This design comes from an exercise in tuning for small area on the open sky130 flow, not from production work. Function was checked by simulation only, so behaviour that the tests miss may differ from the original.

===== run.sh =====
#!/bin/bash
# synth_recipe.tcl (not shown) runs the flow's synth.tcl, then flattens the netlist and writes it again
# the make line also repeats each setting of config.mk as NAME=value (left out here)
make -C /OpenROAD-flow-scripts/flow DESIGN_CONFIG=/design/flow/config.mk WORK_HOME=/design/flow/orfs CLKGATE_MAP_FILE= SYNTH_SCRIPT=/design/flow/synth_recipe.tcl finish

===== config.mk =====
export PLATFORM = sky130hd
export DESIGN_NAME = fp16_approx_systolic_array
export DESIGN_NICKNAME = fp16_approx_systolic_array
export VERILOG_FILES = /design/flow/design.v
export SDC_FILE = /design/flow/constraint.sdc
export NUM_CORES = 8
export LEC_CHECK = 0
export CAP_MARGIN = 20
export CORE_MARGIN = 2
export CORE_UTILIZATION = 40
export SLEW_MARGIN = 20

===== constraint.sdc =====
create_clock -name core_clock -period 12.0 [get_ports {clk}]
set_input_delay 2.4000 -clock core_clock [delete_from_list [all_inputs] [get_ports {clk}]]
set_output_delay 2.4000 -clock core_clock [all_outputs]
set_load 0.01 [all_outputs]

===== design.v =====
module fp16_approximate_multiplier #(
    parameter APPROX_BITS = 6   
)(
    input wire [15:0] a,       
    input wire [15:0] b,       
    output wire [15:0] result  
);
    wire sign_a = a[15];
    wire sign_b = b[15];
    wire [4:0] exp_a = a[14:10];
    wire [4:0] exp_b = b[14:10];
    wire [9:0] mant_a = a[9:0];
    wire [9:0] mant_b = b[9:0];
    wire sign_result;
    reg [4:0] exp_result;
    reg [9:0] mant_result;
    assign sign_result = sign_a ^ sign_b;
    wire [5:0] exp_sum = exp_a + exp_b;
    wire [5:0] exp_unbiased = exp_sum - 6'd15;
    wire [10:0] mant_a_full = (exp_a == 0) ? {1'b0, mant_a} : {1'b1, mant_a};
    wire [10:0] mant_b_full = (exp_b == 0) ? {1'b0, mant_b} : {1'b1, mant_b};
    wire [APPROX_BITS-1:0] mant_a_approx = mant_a_full[10:10-APPROX_BITS+1];
    wire [APPROX_BITS-1:0] mant_b_approx = mant_b_full[10:10-APPROX_BITS+1];
    wire [2*APPROX_BITS-1:0] mant_mult_approx = mant_a_approx * mant_b_approx;
    wire normalize = mant_mult_approx[2*APPROX_BITS-1];
    always @(*) begin
        if (exp_a == 0 || exp_b == 0) begin
            exp_result = 5'b00000;
            mant_result = 10'b0;
        end else if (exp_a == 5'b11111 || exp_b == 5'b11111) begin
            exp_result = 5'b11111;
            mant_result = 10'b0;
        end else begin
            if (normalize) begin
                exp_result = exp_unbiased[4:0] + 1;
                mant_result = {mant_mult_approx[2*APPROX_BITS-2:2*APPROX_BITS-2-5], 4'b0};
            end else begin
                exp_result = exp_unbiased[4:0];
                mant_result = {mant_mult_approx[2*APPROX_BITS-3:2*APPROX_BITS-3-5], 4'b0};
            end
            if (exp_unbiased[5] == 1'b1) begin   
                exp_result = 5'b00000;
                mant_result = 10'b0;
            end else if (exp_result >= 5'b11111) begin   
                exp_result = 5'b11111;
                mant_result = 10'b0;
            end
        end
    end
    assign result = {sign_result, exp_result, mant_result};
endmodule
module fp16_approximate_adder #(
    parameter APPROX_ALIGN = 4   
)(
    input wire [15:0] a,
    input wire [15:0] b,
    output wire [15:0] result
);
    wire sign_a = a[15];
    wire sign_b = b[15];
    wire [4:0] exp_a = a[14:10];
    wire [4:0] exp_b = b[14:10];
    wire [9:0] mant_a = a[9:0];
    wire [9:0] mant_b = b[9:0];
    wire a_larger = (exp_a > exp_b) || ((exp_a == exp_b) && (mant_a >= mant_b));
    wire [4:0] exp_large = a_larger ? exp_a : exp_b;
    wire [4:0] exp_small = a_larger ? exp_b : exp_a;
    wire [9:0] mant_large = a_larger ? mant_a : mant_b;
    wire [9:0] mant_small = a_larger ? mant_b : mant_a;
    wire sign_large = a_larger ? sign_a : sign_b;
    wire sign_small = a_larger ? sign_b : sign_a;
    wire [10:0] mant_large_full = (exp_large == 0) ? {1'b0, mant_large} : {1'b1, mant_large};
    wire [10:0] mant_small_full = (exp_small == 0) ? {1'b0, mant_small} : {1'b1, mant_small};
    wire [4:0] exp_diff = exp_large - exp_small;
    wire [4:0] shift_amount = (exp_diff > APPROX_ALIGN) ? APPROX_ALIGN : exp_diff;
    wire [10:0] mant_small_aligned = mant_small_full >> shift_amount;
    reg [11:0] mant_sum;
    reg sign_result;
    always @(*) begin
        if (sign_large == sign_small) begin
            mant_sum = mant_large_full + mant_small_aligned;
            sign_result = sign_large;
        end else begin
            mant_sum = mant_large_full - mant_small_aligned;
            sign_result = sign_large;
        end
    end
    reg [4:0] exp_result;
    reg [9:0] mant_result;
    always @(*) begin
        if (mant_sum[11]) begin
            exp_result = exp_large + 1;
            mant_result = mant_sum[10:1];
        end else if (mant_sum[10]) begin
            exp_result = exp_large;
            mant_result = mant_sum[9:0];
        end else begin
            exp_result = exp_large - 1;
            mant_result = mant_sum[8:0] << 1;
        end
        if (exp_large == 0) begin
            exp_result = 5'b00000;
            mant_result = 10'b0;
        end else if (exp_result >= 5'b11111) begin
            exp_result = 5'b11111;
            mant_result = 10'b0;
        end
    end
    assign result = {sign_result, exp_result, mant_result};
endmodule
module fp16_approx_mac_unit #(
    parameter APPROX_MULT_BITS = 6,   
    parameter APPROX_ALIGN = 4         
)(
    input wire clk,
    input wire rst_n,
    input wire enable,
    input wire acc_clear,
    input wire [15:0] a_in,       
    input wire [15:0] w_in,       
    input wire [15:0] acc_in,     
    output reg [15:0] a_out,      
    output reg [15:0] w_out,      
    output reg [15:0] acc_out     
);
    wire [15:0] mult_result;
    reg [15:0] mult_result_reg;   
    wire [15:0] add_result;
    reg [15:0] accumulator;
    fp16_approximate_multiplier #(
        .APPROX_BITS(APPROX_MULT_BITS)
    ) mult (
        .a(a_in),
        .b(w_in),
        .result(mult_result)
    );
    fp16_approximate_adder #(
        .APPROX_ALIGN(APPROX_ALIGN)
    ) adder (
        .a(accumulator),
        .b(mult_result_reg),
        .result(add_result)
    );
    always @(posedge clk or negedge rst_n) begin
        if (!rst_n) begin
            mult_result_reg <= 16'h0000;   
            accumulator <= 16'h0000;   
            a_out <= 16'h0000;
            w_out <= 16'h0000;
            acc_out <= 16'h0000;
        end else if (enable) begin
            mult_result_reg <= mult_result;
            a_out <= a_in;
            w_out <= w_in;
            if (acc_clear) begin
                accumulator <= mult_result_reg;
            end else begin
                accumulator <= add_result;
            end
            acc_out <= accumulator;
        end
    end
endmodule
module fp16_approx_systolic_array #(
    parameter SIZE = 8,               
    parameter APPROX_MULT_BITS = 6,   
    parameter APPROX_ALIGN = 4        
)(
    input wire clk,
    input wire rst_n,
    input wire enable,
    input wire acc_clear,
    input wire [15:0] a_in_0, a_in_1, a_in_2, a_in_3,
    input wire [15:0] a_in_4, a_in_5, a_in_6, a_in_7,
    input wire [15:0] w_in_0, w_in_1, w_in_2, w_in_3,
    input wire [15:0] w_in_4, w_in_5, w_in_6, w_in_7,
    output wire [15:0] acc_out_00, acc_out_01, acc_out_02, acc_out_03, acc_out_04, acc_out_05, acc_out_06, acc_out_07,
    output wire [15:0] acc_out_10, acc_out_11, acc_out_12, acc_out_13, acc_out_14, acc_out_15, acc_out_16, acc_out_17,
    output wire [15:0] acc_out_20, acc_out_21, acc_out_22, acc_out_23, acc_out_24, acc_out_25, acc_out_26, acc_out_27,
    output wire [15:0] acc_out_30, acc_out_31, acc_out_32, acc_out_33, acc_out_34, acc_out_35, acc_out_36, acc_out_37,
    output wire [15:0] acc_out_40, acc_out_41, acc_out_42, acc_out_43, acc_out_44, acc_out_45, acc_out_46, acc_out_47,
    output wire [15:0] acc_out_50, acc_out_51, acc_out_52, acc_out_53, acc_out_54, acc_out_55, acc_out_56, acc_out_57,
    output wire [15:0] acc_out_60, acc_out_61, acc_out_62, acc_out_63, acc_out_64, acc_out_65, acc_out_66, acc_out_67,
    output wire [15:0] acc_out_70, acc_out_71, acc_out_72, acc_out_73, acc_out_74, acc_out_75, acc_out_76, acc_out_77
);
    wire [15:0] a_wire [0:SIZE-1][0:SIZE];
    wire [15:0] w_wire [0:SIZE][0:SIZE-1];
    wire [15:0] acc_wire [0:SIZE-1][0:SIZE-1];
    assign a_wire[0][0] = a_in_0;
    assign a_wire[1][0] = a_in_1;
    assign a_wire[2][0] = a_in_2;
    assign a_wire[3][0] = a_in_3;
    assign a_wire[4][0] = a_in_4;
    assign a_wire[5][0] = a_in_5;
    assign a_wire[6][0] = a_in_6;
    assign a_wire[7][0] = a_in_7;
    assign w_wire[0][0] = w_in_0;
    assign w_wire[0][1] = w_in_1;
    assign w_wire[0][2] = w_in_2;
    assign w_wire[0][3] = w_in_3;
    assign w_wire[0][4] = w_in_4;
    assign w_wire[0][5] = w_in_5;
    assign w_wire[0][6] = w_in_6;
    assign w_wire[0][7] = w_in_7;
    assign acc_out_00 = acc_wire[0][0];
    assign acc_out_01 = acc_wire[0][1];
    assign acc_out_02 = acc_wire[0][2];
    assign acc_out_03 = acc_wire[0][3];
    assign acc_out_04 = acc_wire[0][4];
    assign acc_out_05 = acc_wire[0][5];
    assign acc_out_06 = acc_wire[0][6];
    assign acc_out_07 = acc_wire[0][7];
    assign acc_out_10 = acc_wire[1][0];
    assign acc_out_11 = acc_wire[1][1];
    assign acc_out_12 = acc_wire[1][2];
    assign acc_out_13 = acc_wire[1][3];
    assign acc_out_14 = acc_wire[1][4];
    assign acc_out_15 = acc_wire[1][5];
    assign acc_out_16 = acc_wire[1][6];
    assign acc_out_17 = acc_wire[1][7];
    assign acc_out_20 = acc_wire[2][0];
    assign acc_out_21 = acc_wire[2][1];
    assign acc_out_22 = acc_wire[2][2];
    assign acc_out_23 = acc_wire[2][3];
    assign acc_out_24 = acc_wire[2][4];
    assign acc_out_25 = acc_wire[2][5];
    assign acc_out_26 = acc_wire[2][6];
    assign acc_out_27 = acc_wire[2][7];
    assign acc_out_30 = acc_wire[3][0];
    assign acc_out_31 = acc_wire[3][1];
    assign acc_out_32 = acc_wire[3][2];
    assign acc_out_33 = acc_wire[3][3];
    assign acc_out_34 = acc_wire[3][4];
    assign acc_out_35 = acc_wire[3][5];
    assign acc_out_36 = acc_wire[3][6];
    assign acc_out_37 = acc_wire[3][7];
    assign acc_out_40 = acc_wire[4][0];
    assign acc_out_41 = acc_wire[4][1];
    assign acc_out_42 = acc_wire[4][2];
    assign acc_out_43 = acc_wire[4][3];
    assign acc_out_44 = acc_wire[4][4];
    assign acc_out_45 = acc_wire[4][5];
    assign acc_out_46 = acc_wire[4][6];
    assign acc_out_47 = acc_wire[4][7];
    assign acc_out_50 = acc_wire[5][0];
    assign acc_out_51 = acc_wire[5][1];
    assign acc_out_52 = acc_wire[5][2];
    assign acc_out_53 = acc_wire[5][3];
    assign acc_out_54 = acc_wire[5][4];
    assign acc_out_55 = acc_wire[5][5];
    assign acc_out_56 = acc_wire[5][6];
    assign acc_out_57 = acc_wire[5][7];
    assign acc_out_60 = acc_wire[6][0];
    assign acc_out_61 = acc_wire[6][1];
    assign acc_out_62 = acc_wire[6][2];
    assign acc_out_63 = acc_wire[6][3];
    assign acc_out_64 = acc_wire[6][4];
    assign acc_out_65 = acc_wire[6][5];
    assign acc_out_66 = acc_wire[6][6];
    assign acc_out_67 = acc_wire[6][7];
    assign acc_out_70 = acc_wire[7][0];
    assign acc_out_71 = acc_wire[7][1];
    assign acc_out_72 = acc_wire[7][2];
    assign acc_out_73 = acc_wire[7][3];
    assign acc_out_74 = acc_wire[7][4];
    assign acc_out_75 = acc_wire[7][5];
    assign acc_out_76 = acc_wire[7][6];
    assign acc_out_77 = acc_wire[7][7];
    genvar row, col;
    generate
        for (row = 0; row < SIZE; row = row + 1) begin : gen_row
            for (col = 0; col < SIZE; col = col + 1) begin : gen_col
                fp16_approx_mac_unit #(
                    .APPROX_MULT_BITS(APPROX_MULT_BITS),
                    .APPROX_ALIGN(APPROX_ALIGN)
                ) pe (
                    .clk(clk),
                    .rst_n(rst_n),
                    .enable(enable),
                    .acc_clear(acc_clear),
                    .a_in(a_wire[row][col]),
                    .w_in(w_wire[row][col]),
                    .acc_in(16'h0000),
                    .a_out(a_wire[row][col+1]),
                    .w_out(w_wire[row+1][col]),
                    .acc_out(acc_wire[row][col])
                );
            end
        end
    endgenerate
endmodule

==> summary.txt <==
[final timing paths]
check | slack (ps) | start | end
worst max register to register | 1040 | gen_row[7].gen_col[2].pe.accumulator[10] | gen_row[7].gen_col[2].pe.accumulator[4]
max in group asynchronous | 7850 | rst_n | gen_row[1].gen_col[4].pe.acc_out[12]
worst min-delay path | 500 | gen_row[5].gen_col[0].pe.mult_result_reg[9] | gen_row[5].gen_col[0].pe.accumulator[9]
min in group asynchronous | 1280 | rst_n | gen_row[7].gen_col[2].pe.accumulator[8]
worst max-delay path | 1040 | gen_row[7].gen_col[2].pe.accumulator[10] | gen_row[7].gen_col[2].pe.accumulator[4]
worst min register to register | 500 | gen_row[5].gen_col[0].pe.mult_result_reg[9] | gen_row[5].gen_col[0].pe.accumulator[9]
[metrics by stage]
step	setup WS, ps	cell area, um2	utilization	hold WS, ps	instances
detailed placement	1390	416000	0.428	494	57300
global route	391	436000	0.449	517	58400
floorplan	3280	390000	-	472	44400
CTS	1290	436000	0.448	493	58300
global placement	1250	416000	0.428	489	57300
finish	1040	437000	0.449	496	58500
[metal layers]
| layer | vias up | global-route usage |
|---|---|---|
| met5 | - | 0 |
| li1 | 159000 | - |
| met4 | 100 | 0.166 |
| met3 | 2382 | 0.0580 |
| met1 | 169000 | 0.370 |
| met2 | 11100 | 0.433 |
[worst max-delay path, delay by kind of cell, from the launching register on]
family	cells	cell delay (ps)
multiplexers	1	270
flip-flops	1	500
AND/OR/NAND/NOR	8	2420
adder cells (fa/ha/maj)	4	1540
AO/OA/AOI/OAI	18	5270
buffers and inverters	4	730
[kinds of logic after synthesis]
kind of cell / count (synthesis) / share of synthesized area
and+or+nand+nor: 12500 / 0.155
adders and majority gates: 4608 / 0.171
muxes: 4527 / 0.131
DFF: 4048 / 0.259
AOI/OAI and AO/OA: 10600 / 0.172
buffers and inverters: 5679 / 0.0554
xor gates and xnor gates: 2459 / 0.0561
[cell type report]
class / instances / area, um2 / share of cell area
Antenna cell: 162 / 405 / 0.000929
Clock buffer: 718 / 15700 / 0.0359
Clock inverter: 258 / 3550 / 0.00814
Inverter: 3915 / 14700 / 0.0337
Multi-Input combinational cell: 34700 / 268000 / 0.614
Sequential cell: 4048 / 101000 / 0.232
Tap cell: 12900 / 16200 / 0.0370
Timing Repair Buffer: 1743 / 16600 / 0.0380
[cells in the final DEF, fill, tap and decap left out, types with 238 or more instances in the layout]
master / synthesis / layout
fa_1: 1216 / 1216
nor2b_1: 898 / 898
o31ai_1: 238 / 238
dfrtp_1: 4048 / 4048
o211ai_1: 268 / 268
ha_1: 3392 / 3392
clkbuf_16: 0 / 571
and2_1: 955 / 955
xor2_1: 902 / 894
clkdlybuf4s50_1: 0 / 1194
nor2_1: 3097 / 3092
a21o_1: 669 / 669
mux2_2: 2508 / 2508
buf_4: 22 / 507
and3_1: 252 / 252
o2bb2ai_1: 240 / 240
o21bai_1: 302 / 302
nand2_1: 3869 / 3867
xnor2_1: 1517 / 1475
o21a_1: 275 / 275
inv_1: 3882 / 3882
o21ai_0: 2044 / 2041
a211oi_1: 275 / 274
nand4_1: 312 / 312
o22ai_1: 850 / 850
nand3_1: 731 / 731
nor3_1: 999 / 998
a21oi_1: 3499 / 3496
nand2b_1: 375 / 375
mux2i_1: 1798 / 1798
==> summary.txt <==
Run status
The run finished with no timing, DRC or antenna violations.

Synthesis
Of all flip-flops after synthesis, the portion carrying an async set or reset was 1.00. Sorting the synthesized cells by area gives the leading types as dfrtp_1 26%, ha_1 11%, mux2_2 7.2%. The average instance area after synthesis is 8.78 um2. For this run, the number of Yosys warnings is 4. The most instantiated library cell after synthesis is dfrtp_1. Sorting the synthesized cells by how often they occur yields 4048 x dfrtp_1, 3882 x inv_1, 3869 x nand2_1, 3499 x a21oi_1, 3392 x ha_1.

The primary flip-flop cell chosen by synthesis mapping is dfrtp_1. In this run, synthesis inferred 0 flip-flops with an integrated enable. The number of distinct library cells after synthesis is 151. The share of synthesized area in the top cell type comes to 0.259. The net count of the mapped netlist is around 49000. The number of synthesized register bits is roughly 4000. Counting every instance in the synthesized netlist gives 44400. Summing every instance area after synthesis gives approximately 0.39 mm2. The cell type with the largest total area after synthesis is dfrtp_1.

The sequential share of the synthesized area is 0.259.

Clock network
The cell sitting at the root of the clock tree is a clkbuf_16. TritonCTS built the clock tree. The maximum number of buffers from clock root to sink is 5. The count of hold-fix buffers inserted at cts is 0. The clock net in this run drives a total of between 4000 and 5000 sinks. After clock tree synthesis, the clock-pin slew on the worst setup and hold paths is ~50 ps. The total number of H-tree levels is 6. The clock reaches the later pin of the worst-skew pair after between 1000 and 1500 ps.

The number of buffers inserted during clock tree synthesis is around 560. After clock tree synthesis, the setup repair step added 0 buffers. In this run, post-CTS repair resized a total of 0 instances.

Detailed routing
The detailed-routing iteration count for the pre-antenna-repair pass is 7. The number of nets with antenna violations after routing is 0. After detailed routing, the number of remaining DRC violations is 0. The top metal layer carrying routed signals is met5. In the detailed route, the total length drawn on met3 is roughly 110000 um. The met2 wirelength from detailed routing is 626000 um. The average wire per cell in the routed design is between 20 and 25 um. The detailed router put a total of between 600000 and 700000 um of wire on met1. The detailed router placed roughly 340k vias in this run. The via density per instance is a little under 6. For this block, the routed nets add up to about 1400000 um of wire. In this run, the number of DRC markers left after iteration 0 of detailed routing was approximately 30000.

Min path
Counting instances, the worst hold path has a depth of 2. The type of the most critical hold path is reg2reg.

STA
The slew at the pin closest to its max-slew limit is about 1300 ps. For this run, the top clock speed supported by timing is 0.0913 GHz. Setup repair after global routing left no endpoint under its margin.

The final count of hold timing violations is 0. For the final database, setup skew stands at around 98 ps. Setup total negative slack on the finished layout was measured at 0 ps. Setup violations remaining at the end of the flow were counted as 0. The number of pins with negative max-slew slack in the final report is 0. In the finished design, the share of the clock period the worst path needs comes to 0.913. The worst slew margin relative to its limit is 0.142. The clock period minus final worst setup slack is approximately 11000 ps.

Global routing
The global-route usage over all layers is 0.283. Entering global routing, the biggest net connects between 150 and 200 pins. The wire length of the first global-routing pass is approximately 2100000 um.

The number of global-route vias before repair is approximately 330k. For this run the aggregate overflow at the end of global routing stands at 0. The number of antenna violations at the first check in global routing is roughly 240.

Critical path
STA classifies the critical path startpoint as a flop. The kind of end point of the critical path is a flop. The length in cells of the worst reg-to-reg path is 35. The highest net fanout along the worst path is 38.

The largest individual stage delay along the critical path comes from the cell nand3_1. The arrival time at the worst endpoint is 11840 ps. The data required time at the worst endpoint is around 13000 ps. The maximum single-stage delay on the critical path is roughly 870 ps. The worst setup path is of the reg2reg kind.

Final layout
The flip-flop count of the largest register after layout is just over 1000. The share of layout cells above drive strength 1 is 0.102. The final layout contains 49800 nets.

The area added between synthesis and finish is 11.8%. The number of filler instances in the final layout is about 94000.

Floorplan
between 1000 and 1500 I/O pins were placed. For this configuration, the core starts out at a cell density of 0.402. The total die area is roughly 1 mm2. The number of standard-cell rows in the floorplan is about 360.

The die is a little under 1000 um wide. From bottom edge to top edge, the die measures between 900 and 1000 um. The core area is between 0.9 and 1 mm2.

Placement
Routability-driven placement finished with a final weighted congestion of 0.961. The HPWL after detailed placement is 1140000 um. The count of input and output buffers is around 1200.

Run
Max-cap violations in this run came to 0.

-- separate check: timing with driven ports --
In the flow no input, the clock included, has a driving cell. The finished layout below was timed again as built, in two steps. Step 1 sets driving cells, clkbuf_16 on the clock port and buf_2 on the other inputs (assumed; they add their load-dependent delay and slew). Step 2 times the ports against the registers' clock, not the clock port: input delays grow and output delays shrink by t, the midpoint of the rising clock arrivals with the driver on. Slacks: no drivers / after step 1 / after step 2; pairs: no drivers / after step 1.
t (ns): 1.220
setup WS [ns]: 1.044 / 1.044 / 1.044
worst hold slack (ns): 0.496 / 0.496 / 0.496
worst setup path after step 2: register to register
pins driven straight from the clock port: 1
After both steps this run still meets setup and hold. For this run, drivers alone change the setup slack by 0.000 ns; drivers and shift together by 0.000 ns.
